What follows belongs to an exercise in optimizing a design on an open flow for small area; a production flow would make more cautious choices.
Only simulation tests tie the RTL to the original design; equivalence was not proved.
Power figures rest on the tool's default switching activity, not on a simulated workload.

==> inputs of 12-24 <==
Design EE314_GROUP38, start of the top module:
module EE314_GROUP38(
    input              clk,         
    input              rst,         
    output     [6:0]   HEX0,
    output     [6:0]   HEX1,
    output     [6:0]   HEX2,
    output     [6:0]   HEX3,
    output     [6:0]   HEX4,
    output     [6:0]   HEX5,
    input      [3:0]   KEY,
    input      [1:0]   SW,
    output             VGA_BLANK_N,
    output     [7:0]   VGA_B,
    output             VGA_HS,
    output     [7:0]   VGA_R,
    output     [7:0]   VGA_G,
    output             VGA_SYNC_N,
    output             VGA_VS
);
==> module button_debouncer, before the edit <==
module button_debouncer (
    input  wire clk,
    input  wire rst,
    input  wire btn_raw_in,
    output reg  btn_debounced_out
);
    localparam [17:0] DB_CLR = 18'h2e51f;
    localparam [17:0] DB_RST = 18'h1ca3e;
    reg        s1, s2;
    reg [17:0] c;
    always @(posedge clk) begin
        if (rst) begin
            s1 <= 1'b1;
            s2 <= 1'b1;
            c  <= DB_RST;
            btn_debounced_out <= 1'b1;
        end else begin
            s1 <= btn_raw_in;
            s2 <= s1;
            c  <= (s1 != s2) ? DB_CLR : {c[16:0], c[17] ^ c[10]};
            if (&c)
                btn_debounced_out <= s2;
        end
    end
endmodule
==> module game_state_controller, before the edit <==
module game_state_controller (
    input  wire       clk,
    input  wire       rst,
    input  wire       tick,
    input  wire       mv_l,
    input  wire       mv_r,
    input  wire       atk,
    input  wire       sw0,
    output wire [1:0] st,
    output reg        mode_1p,
    output reg  [9:0] px,
    output wire [1:0] ps,
    output wire [1:0] cdp
);
    localparam [4:0] K_MENU = 5'd24, K_CD = 5'd25;
    reg [4:0] k;
    reg       pv;
    reg       dir_latch, dir_attack;
    wire menu = (k == K_MENU);
    wire cd   = (k == K_CD);
    wire gp   = !(k[4] & k[3]);
    assign st = menu ? 2'b00 : cd ? 2'b01 : 2'b10;
    wire any_btn = mv_l | mv_r | atk;
    wire start   = tick && any_btn && !pv;
    wire cd_done = (px == 10'd304);
    assign cdp = (px < 10'd184) ? 2'd3 : (px < 10'd244) ? 2'd2 : cd_done ? 2'd0 : 2'd1;
    wire idle  = (k == 5'd0);
    wire k_end = (k == {4'b1011, ~dir_attack});
    assign ps = idle ? 2'd0 :
                (k <= {4'b0010, ~dir_attack}) ? 2'd1 :
                (k <= 5'd7) ? 2'd2 : 2'd3;
    wire [9:0] px_step = px + (cd ? 10'd1 : mv_l ? 10'h3fe : 10'd3);
    wire low_clamp  = (px[9:1] == 9'd0);         
    wire high_clamp = (px > 10'd605);
    always @(posedge clk) begin
        if (rst) begin
            mode_1p <= 1'b0;
        end else if (tick) begin
            mode_1p <= sw0;
        end
    end
    always @(posedge clk) begin
        if (rst) begin
            k <= K_MENU; pv <= 1'b0; px <= 10'd304;
            dir_latch <= 1'b0; dir_attack <= 1'b0;
        end else if (menu) begin
            px <= start ? 10'd124 : 10'd304;
            if (tick) pv <= any_btn;
            if (start) k <= K_CD;
        end else if (cd) begin
            pv <= 1'b0;
            if (tick) begin
                if (cd_done) k <= 5'd0;
                else px <= px_step;
            end
        end else if (tick) begin
            pv <= atk;
            if (idle) begin
                dir_latch <= mv_l | mv_r;
                if (atk && !pv) begin
                    dir_attack <= dir_latch;
                    k <= 5'd1;
                end else if (mv_l)
                    px <= low_clamp ? 10'd0 : px_step;
                else if (mv_r)
                    px <= high_clamp ? 10'd608 : px_step;
            end else
                k <= k_end ? 5'd0 : k + 5'd1;
        end
    end
endmodule
Settings: LEC_CHECK=0, CAP_MARGIN=20, CORE_MARGIN=2, CORE_UTILIZATION=40, CTS_BUF_LIST=sky130_fd_sc_hd__clkbuf_8, PLACE_DENSITY=0.6, SLEW_MARGIN=20; clock period 40.0 ns.
standard.sh (not shown) runs the stock make flow with config.mk's settings and CLKGATE_MAP_FILE= SYNTH_SCRIPT=/design/flow/synth_recipe.tcl, a recipe that flattens the netlist after the stock synthesis.
==> flow/flow/run.sh <==
#!/bin/bash
# Own layout flow: the standard flow (standard.sh), with two changes:
#  - after the standard synthesis, the combinational logic between the
#    flip-flops and ports is re-synthesised for area with Yosys and ABC
#    (flow/remap.tcl; four ABC deepsyn runs with different seeds and
#    starting points, each followed by a don't-care resubstitution pass
#    (mfs2) and remapping; the smallest result is kept); the flip-flops are
#    left exactly as the standard synthesis made them;
#  - ports are buffered with 1x buffers;
#  - the constant outputs share one tie cell (no repair_tie_fanout).
# The clock tree uses 8x clock buffers and no dummy loads (CTS_ARGS).
# Each tool's full output goes to a log file of its own in the work folder.
set -euo pipefail
here=$(cd "$(dirname "${BASH_SOURCE[0]}")" && pwd)
work=$(pwd)
res=$work/orfs/results/${FLOW_PLATFORM}/EE314_GROUP38/base
export BUFFER_PORTS_ARGS="-buffer_cell sky130_fd_sc_hd__buf_1"
export SKIP_REPAIR_TIE_FANOUT=1
export CTS_ARGS="-sink_clustering_enable -repair_clock_nets -buf_list sky130_fd_sc_hd__clkbuf_8 -dont_use_dummy_load"

bash standard.sh synth > synth.log 2>&1

export REMAP_DIR=$work/remap
mkdir -p "$REMAP_DIR"
export REMAP_LIB=$FLOW_HOME/platforms/${FLOW_PLATFORM}/lib/sky130_fd_sc_hd__tt_025C_1v80.lib
export REMAP_CELLS=$REMAP_DIR/cells.v
export REMAP_IN=$REMAP_DIR/1_2_yosys.standard.v
cp "$res/1_2_yosys.v" "$REMAP_IN"
python3 "$here/cells.py" "$REMAP_LIB" "$REMAP_CELLS" > cells.log 2>&1
pids=()
pre="dc2; balance; rewrite; refactor; balance; rewrite; rewrite -z; balance; refactor -z; rewrite -z; balance"
echo "strash; &get -n; &deepsyn -T 300 -S 1; &put; dch; amap; mfs2 -W 4 -M 500; strash; dch; amap; topo" > "$REMAP_DIR/s1.abc"
echo "strash; $pre; &get -n; &deepsyn -T 300 -S 1; &put; dch; amap; mfs2 -W 4 -M 500; strash; dch; amap; topo" > "$REMAP_DIR/s2.abc"
echo "strash; $pre; &get -n; &deepsyn -T 300 -S 2; &put; dch; amap; mfs2 -W 4 -M 500; strash; dch; amap; topo" > "$REMAP_DIR/s3.abc"
echo "strash; &get -n; &deepsyn -T 300 -S 3; &put; dch; amap; mfs2 -W 4 -M 500; strash; dch; amap; topo" > "$REMAP_DIR/s4.abc"
for s in 1 2 3 4; do
  REMAP_SCRIPT=$REMAP_DIR/s$s.abc REMAP_OUT=$REMAP_DIR/out$s.v REMAP_STAT=$REMAP_DIR/stat$s.txt \
    yosys -c "$here/remap.tcl" > "remap$s.log" 2>&1 &
  pids+=($!)
done
for p in "${pids[@]}"; do wait "$p" || true; done
best=""; best_area=""
for s in 1 2 3 4; do
  [[ -s $REMAP_DIR/out$s.v && -s $REMAP_DIR/stat$s.txt ]] || continue
  a=$(awk '/Chip area/ {print $NF}' "$REMAP_DIR/stat$s.txt")
  if [[ -z $best_area ]] || awk -v a="$a" -v b="$best_area" 'BEGIN {exit !(a < b)}'; then
    best=$s; best_area=$a
  fi
done
[[ -n $best ]] || { echo "remap failed" >&2; exit 1; }
echo "remap: kept run $best, area $best_area" > remap.log
cp "$REMAP_DIR/out$best.v" "$res/1_2_yosys.v"
rm -f "$res/1_synth.odb" "$res/1_synth.sdc"
bash standard.sh synth > synth_odb.log 2>&1

bash standard.sh finish > layout.log 2>&1
==> flow/flow/remap.tcl <==
# Re-map the combinational logic of the standard synthesis for area.
# The flip-flops stay as the standard synthesis made them (same instances,
# names and cells): they are black boxes here, and only the logic between
# them and the ports is re-synthesised (ABC deepsyn, then area mapping).
yosys read_verilog $::env(REMAP_CELLS)
yosys read_verilog $::env(REMAP_IN)
yosys hierarchy -top $::env(FLOW_TOP)
yosys flatten
yosys techmap
yosys opt_clean -purge
set dont_use {}
foreach c {sky130_fd_sc_hd__probe_p_8 sky130_fd_sc_hd__probec_p_8 sky130_fd_sc_hd__lpflow_*} {
  lappend dont_use -dont_use $c
}
yosys abc -liberty $::env(REMAP_LIB) {*}$dont_use -script $::env(REMAP_SCRIPT)
yosys opt_clean -purge
# the cells ABC chose, as black boxes, for the checks below
yosys read_liberty -lib -ignore_redef $::env(REMAP_LIB)
yosys hilomap -singleton -hicell sky130_fd_sc_hd__conb_1 HI -locell sky130_fd_sc_hd__conb_1 LO
yosys insbuf -buf sky130_fd_sc_hd__buf_4 A X
yosys splitnets
yosys opt_clean -purge
yosys tee -o $::env(REMAP_STAT) stat -liberty $::env(REMAP_LIB)
yosys check -assert -mapped
yosys write_verilog -noattr -nohex -nodec $::env(REMAP_OUT)
Other scripts of this flow, unchanged in this note and not shown: flow/flow/cells.py
==> 02-09: changes against 12-24 <==
--- a/flow/design.v
+++ b/flow/design.v
@@ -6,4 +6,3 @@
 );
-    localparam [17:0] DB_CLR = 18'h2e51f;
-    localparam [17:0] DB_RST = 18'h1ca3e;
+    localparam [17:0] DB_TERM = 18'h0de83;
     reg        s1, s2;
@@ -14,3 +13,3 @@
             s2 <= 1'b1;
-            c  <= DB_RST;
+            c  <= 18'd1;
             btn_debounced_out <= 1'b1;
@@ -19,4 +18,4 @@
             s2 <= s1;
-            c  <= (s1 != s2) ? DB_CLR : {c[16:0], c[17] ^ c[10]};
-            if (&c)
+            c  <= (s1 != s2) ? 18'd0 : {c[16:0], ~(c[17] ^ c[10])};
+            if (c == DB_TERM)
                 btn_debounced_out <= s2;
@@ -155,3 +154,3 @@
     input  wire       sw0,
-    output wire [1:0] st,
+    output reg  [1:0] st,
     output reg        mode_1p,
@@ -161,12 +160,7 @@
 );
-    localparam [4:0] K_MENU = 5'd24, K_CD = 5'd25;
+    localparam [1:0] S_MENU = 2'b00, S_CD = 2'b01, S_GP = 2'b10;
+    reg       prev_btn;
     reg [4:0] k;
-    reg       pv;
-    reg       dir_latch, dir_attack;
-    wire menu = (k == K_MENU);
-    wire cd   = (k == K_CD);
-    wire gp   = !(k[4] & k[3]);
-    assign st = menu ? 2'b00 : cd ? 2'b01 : 2'b10;
+    reg       dir_latch, dir_attack, prev_attack;
     wire any_btn = mv_l | mv_r | atk;
-    wire start   = tick && any_btn && !pv;
     wire cd_done = (px == 10'd304);
@@ -178,3 +172,3 @@
                 (k <= 5'd7) ? 2'd2 : 2'd3;
-    wire [9:0] px_step = px + (cd ? 10'd1 : mv_l ? 10'h3fe : 10'd3);
+    wire [9:0] px_step = px + ((st == S_CD) ? 10'd1 : mv_l ? 10'h3fe : 10'd3);
     wire low_clamp  = (px[9:1] == 9'd0);         
@@ -183,5 +177,11 @@
         if (rst) begin
-            mode_1p <= 1'b0;
+            st <= S_MENU; prev_btn <= 1'b0; mode_1p <= 1'b0;
         end else if (tick) begin
-            mode_1p <= sw0;
+            prev_btn <= any_btn;
+            mode_1p  <= sw0;
+            if (st == S_MENU) begin
+                if (any_btn && !prev_btn) st <= S_CD;
+            end else if (st == S_CD) begin
+                if (cd_done) st <= S_GP;
+            end
         end
@@ -189,26 +189,27 @@
     always @(posedge clk) begin
-        if (rst) begin
-            k <= K_MENU; pv <= 1'b0; px <= 10'd304;
-            dir_latch <= 1'b0; dir_attack <= 1'b0;
-        end else if (menu) begin
-            px <= start ? 10'd124 : 10'd304;
-            if (tick) pv <= any_btn;
-            if (start) k <= K_CD;
-        end else if (cd) begin
-            pv <= 1'b0;
-            if (tick) begin
-                if (cd_done) k <= 5'd0;
-                else px <= px_step;
+        if (rst || st == S_MENU) begin
+            px <= (!rst && tick && any_btn && !prev_btn) ? 10'd124 : 10'd304;
+        end else if (tick) begin
+            if (st == S_CD) begin
+                if (!cd_done) px <= px_step;
+            end else if (idle && !(atk && !prev_attack)) begin
+                if (mv_l)
+                    px <= low_clamp ? 10'd0 : px_step;
+                else if (mv_r)
+                    px <= high_clamp ? 10'd608 : px_step;
             end
+        end
+    end
+    always @(posedge clk) begin
+        if (rst || st != S_GP) begin
+            k <= 5'd0; dir_latch <= 1'b0; dir_attack <= 1'b0; prev_attack <= 1'b0;
         end else if (tick) begin
-            pv <= atk;
-            if (idle) begin
+            prev_attack <= atk;
+            if (idle)
                 dir_latch <= mv_l | mv_r;
-                if (atk && !pv) begin
+            if (idle) begin
+                if (atk && !prev_attack) begin
                     dir_attack <= dir_latch;
                     k <= 5'd1;
-                end else if (mv_l)
-                    px <= low_clamp ? 10'd0 : px_step;
-                else if (mv_r)
-                    px <= high_clamp ? 10'd608 : px_step;
+                end
             end else
==> flow/flow/run.sh (replaced) <==
#!/bin/bash
set -euo pipefail
here=$(cd "$(dirname "${BASH_SOURCE[0]}")" && pwd)
work=$(pwd)
res=$work/orfs/results/${FLOW_PLATFORM}/EE314_GROUP38/base
export BUFFER_PORTS_ARGS="-buffer_cell sky130_fd_sc_hd__buf_1"

bash standard.sh synth > synth.log 2>&1

export REMAP_DIR=$work/remap
mkdir -p "$REMAP_DIR"
export REMAP_LIB=$FLOW_HOME/platforms/${FLOW_PLATFORM}/lib/sky130_fd_sc_hd__tt_025C_1v80.lib
export REMAP_CELLS=$REMAP_DIR/cells.v
export REMAP_IN=$REMAP_DIR/1_2_yosys.standard.v
cp "$res/1_2_yosys.v" "$REMAP_IN"
python3 "$here/cells.py" "$REMAP_LIB" "$REMAP_CELLS" > cells.log 2>&1
pids=()
for s in 1 2 3; do
  echo "strash; &get -n; &deepsyn -T 300 -S $s; &put; dch; amap; topo" > "$REMAP_DIR/s$s.abc"
  REMAP_SCRIPT=$REMAP_DIR/s$s.abc REMAP_OUT=$REMAP_DIR/out$s.v REMAP_STAT=$REMAP_DIR/stat$s.txt \
    yosys -c "$here/remap.tcl" > "remap$s.log" 2>&1 &
  pids+=($!)
done
for p in "${pids[@]}"; do wait "$p" || true; done
best=""; best_area=""
for s in 1 2 3; do
  [[ -s $REMAP_DIR/out$s.v && -s $REMAP_DIR/stat$s.txt ]] || continue
  a=$(awk '/Chip area/ {print $NF}' "$REMAP_DIR/stat$s.txt")
  if [[ -z $best_area ]] || awk -v a="$a" -v b="$best_area" 'BEGIN {exit !(a < b)}'; then
    best=$s; best_area=$a
  fi
done
[[ -n $best ]] || { echo "remap failed" >&2; exit 1; }
echo "remap: kept run $best, area $best_area" > remap.log
cp "$REMAP_DIR/out$best.v" "$res/1_2_yosys.v"
rm -f "$res/1_synth.odb" "$res/1_synth.sdc"
bash standard.sh synth > synth_odb.log 2>&1

bash standard.sh finish > layout.log 2>&1
==> 01-06: changes against 12-24 <==
--- a/flow/flow/run.sh
+++ b/flow/flow/run.sh
@@ -4,3 +4,3 @@
 #    flip-flops and ports is re-synthesised for area with Yosys and ABC
-#    (flow/remap.tcl; four ABC deepsyn runs with different seeds and
+#    (flow/remap.tcl; eight ABC deepsyn runs with different seeds and
 #    starting points, each followed by a don't-care resubstitution pass
@@ -29,16 +29,23 @@
 python3 "$here/cells.py" "$REMAP_LIB" "$REMAP_CELLS" > cells.log 2>&1
-pids=()
 pre="dc2; balance; rewrite; refactor; balance; rewrite; rewrite -z; balance; refactor -z; rewrite -z; balance"
-echo "strash; &get -n; &deepsyn -T 300 -S 1; &put; dch; amap; mfs2 -W 4 -M 500; strash; dch; amap; topo" > "$REMAP_DIR/s1.abc"
-echo "strash; $pre; &get -n; &deepsyn -T 300 -S 1; &put; dch; amap; mfs2 -W 4 -M 500; strash; dch; amap; topo" > "$REMAP_DIR/s2.abc"
-echo "strash; $pre; &get -n; &deepsyn -T 300 -S 2; &put; dch; amap; mfs2 -W 4 -M 500; strash; dch; amap; topo" > "$REMAP_DIR/s3.abc"
-echo "strash; &get -n; &deepsyn -T 300 -S 3; &put; dch; amap; mfs2 -W 4 -M 500; strash; dch; amap; topo" > "$REMAP_DIR/s4.abc"
-for s in 1 2 3 4; do
-  REMAP_SCRIPT=$REMAP_DIR/s$s.abc REMAP_OUT=$REMAP_DIR/out$s.v REMAP_STAT=$REMAP_DIR/stat$s.txt \
-    yosys -c "$here/remap.tcl" > "remap$s.log" 2>&1 &
-  pids+=($!)
+post="dch; amap; mfs2 -W 4 -M 500; strash; dch; amap; topo"
+run_remap() {  # $1: run number, $2: deepsyn seed, $3: 1 to start from a rewritten graph
+  local p=""
+  [[ $3 == 1 ]] && p="$pre; "
+  echo "strash; $p&get -n; &deepsyn -T 240 -S $2; &put; $post" > "$REMAP_DIR/s$1.abc"
+  REMAP_SCRIPT=$REMAP_DIR/s$1.abc REMAP_OUT=$REMAP_DIR/out$1.v REMAP_STAT=$REMAP_DIR/stat$1.txt \
+    yosys -c "$here/remap.tcl" > "remap$1.log" 2>&1
+}
+# two rounds of four runs in parallel (NUM_CORES is 4)
+for round in 0 1; do
+  pids=()
+  for i in 1 2 3 4; do
+    n=$((round * 4 + i))
+    run_remap "$n" "$n" $((i % 2)) &
+    pids+=($!)
+  done
+  for p in "${pids[@]}"; do wait "$p" || true; done
 done
-for p in "${pids[@]}"; do wait "$p" || true; done
 best=""; best_area=""
-for s in 1 2 3 4; do
+for s in 1 2 3 4 5 6 7 8; do
   [[ -s $REMAP_DIR/out$s.v && -s $REMAP_DIR/stat$s.txt ]] || continue
==> 03-16: changes against 12-24 <==
--- a/flow/flow/run.sh
+++ b/flow/flow/run.sh
@@ -4,6 +4,5 @@
 #    flip-flops and ports is re-synthesised for area with Yosys and ABC
-#    (flow/remap.tcl; four ABC deepsyn runs with different seeds and
-#    starting points, each followed by a don't-care resubstitution pass
-#    (mfs2) and remapping; the smallest result is kept); the flip-flops are
-#    left exactly as the standard synthesis made them;
+#    (flow/remap.tcl; three ABC deepsyn runs with different seeds, the
+#    smallest result is kept); the flip-flops are left exactly as the
+#    standard synthesis made them;
 #  - ports are buffered with 1x buffers;
@@ -30,8 +29,4 @@
 pids=()
-pre="dc2; balance; rewrite; refactor; balance; rewrite; rewrite -z; balance; refactor -z; rewrite -z; balance"
-echo "strash; &get -n; &deepsyn -T 300 -S 1; &put; dch; amap; mfs2 -W 4 -M 500; strash; dch; amap; topo" > "$REMAP_DIR/s1.abc"
-echo "strash; $pre; &get -n; &deepsyn -T 300 -S 1; &put; dch; amap; mfs2 -W 4 -M 500; strash; dch; amap; topo" > "$REMAP_DIR/s2.abc"
-echo "strash; $pre; &get -n; &deepsyn -T 300 -S 2; &put; dch; amap; mfs2 -W 4 -M 500; strash; dch; amap; topo" > "$REMAP_DIR/s3.abc"
-echo "strash; &get -n; &deepsyn -T 300 -S 3; &put; dch; amap; mfs2 -W 4 -M 500; strash; dch; amap; topo" > "$REMAP_DIR/s4.abc"
-for s in 1 2 3 4; do
+for s in 1 2 3; do
+  echo "strash; &get -n; &deepsyn -T 300 -S $s; &put; dch; amap; topo" > "$REMAP_DIR/s$s.abc"
   REMAP_SCRIPT=$REMAP_DIR/s$s.abc REMAP_OUT=$REMAP_DIR/out$s.v REMAP_STAT=$REMAP_DIR/stat$s.txt \
@@ -42,3 +37,3 @@
 best=""; best_area=""
-for s in 1 2 3 4; do
+for s in 1 2 3; do
   [[ -s $REMAP_DIR/out$s.v && -s $REMAP_DIR/stat$s.txt ]] || continue
==> notes <==
Die area: 03-16 < 12-24 < 01-06 < 02-09.
Sequential power is about the same in 03-16 and 12-24.
Final area is the same in 12-24 and 03-16.
The lowest first-iteration DRC count belongs to 01-06, the highest to 03-16.
The highest register-to-register slack belongs to 02-09, the lowest to 12-24.
Maximum frequency: 03-16 < 12-24 < 01-06 < 02-09.
The highest non-clock buffer count belongs to 03-16, the lowest to 12-24.
Global-route usage: 12-24 > 03-16 > 01-06 > 02-09.
Of 01-06 and 12-24, 12-24 has the higher critical path depth (gap 4).

## what the ideal ports hide
In the flow no input, the clock included, has a driving cell. The finished layouts below were timed again as built, in two steps.
Step 1 assumes that a clkbuf_16 drives the clock port and a buf_2 every other input.
Step 2 also shifts input and output timing later by t, the mid clock arrival at the registers, as if the neighbouring blocks saw the same clock.
Slacks: ideal / step 1 / step 2; pairs: ideal / step 1.
run | shift t [ns] | setup WS [ns] | worst setup path at the end
12-24 | 0.396 | 28.577 / 28.578 / 28.181 | input to register
02-09 | 0.394 | 29.729 / 29.696 / 29.963 | input to register
01-06 | 0.398 | 28.852 / 28.853 / 28.455 | input to register
03-16 | 0.381 | 28.116 / 28.128 / 27.748 | input to register
After both steps setup and hold are still met in every run listed. For 01-06, which loses most, drivers alone change the setup slack by +0.001 ns; drivers and shift together by -0.397 ns.
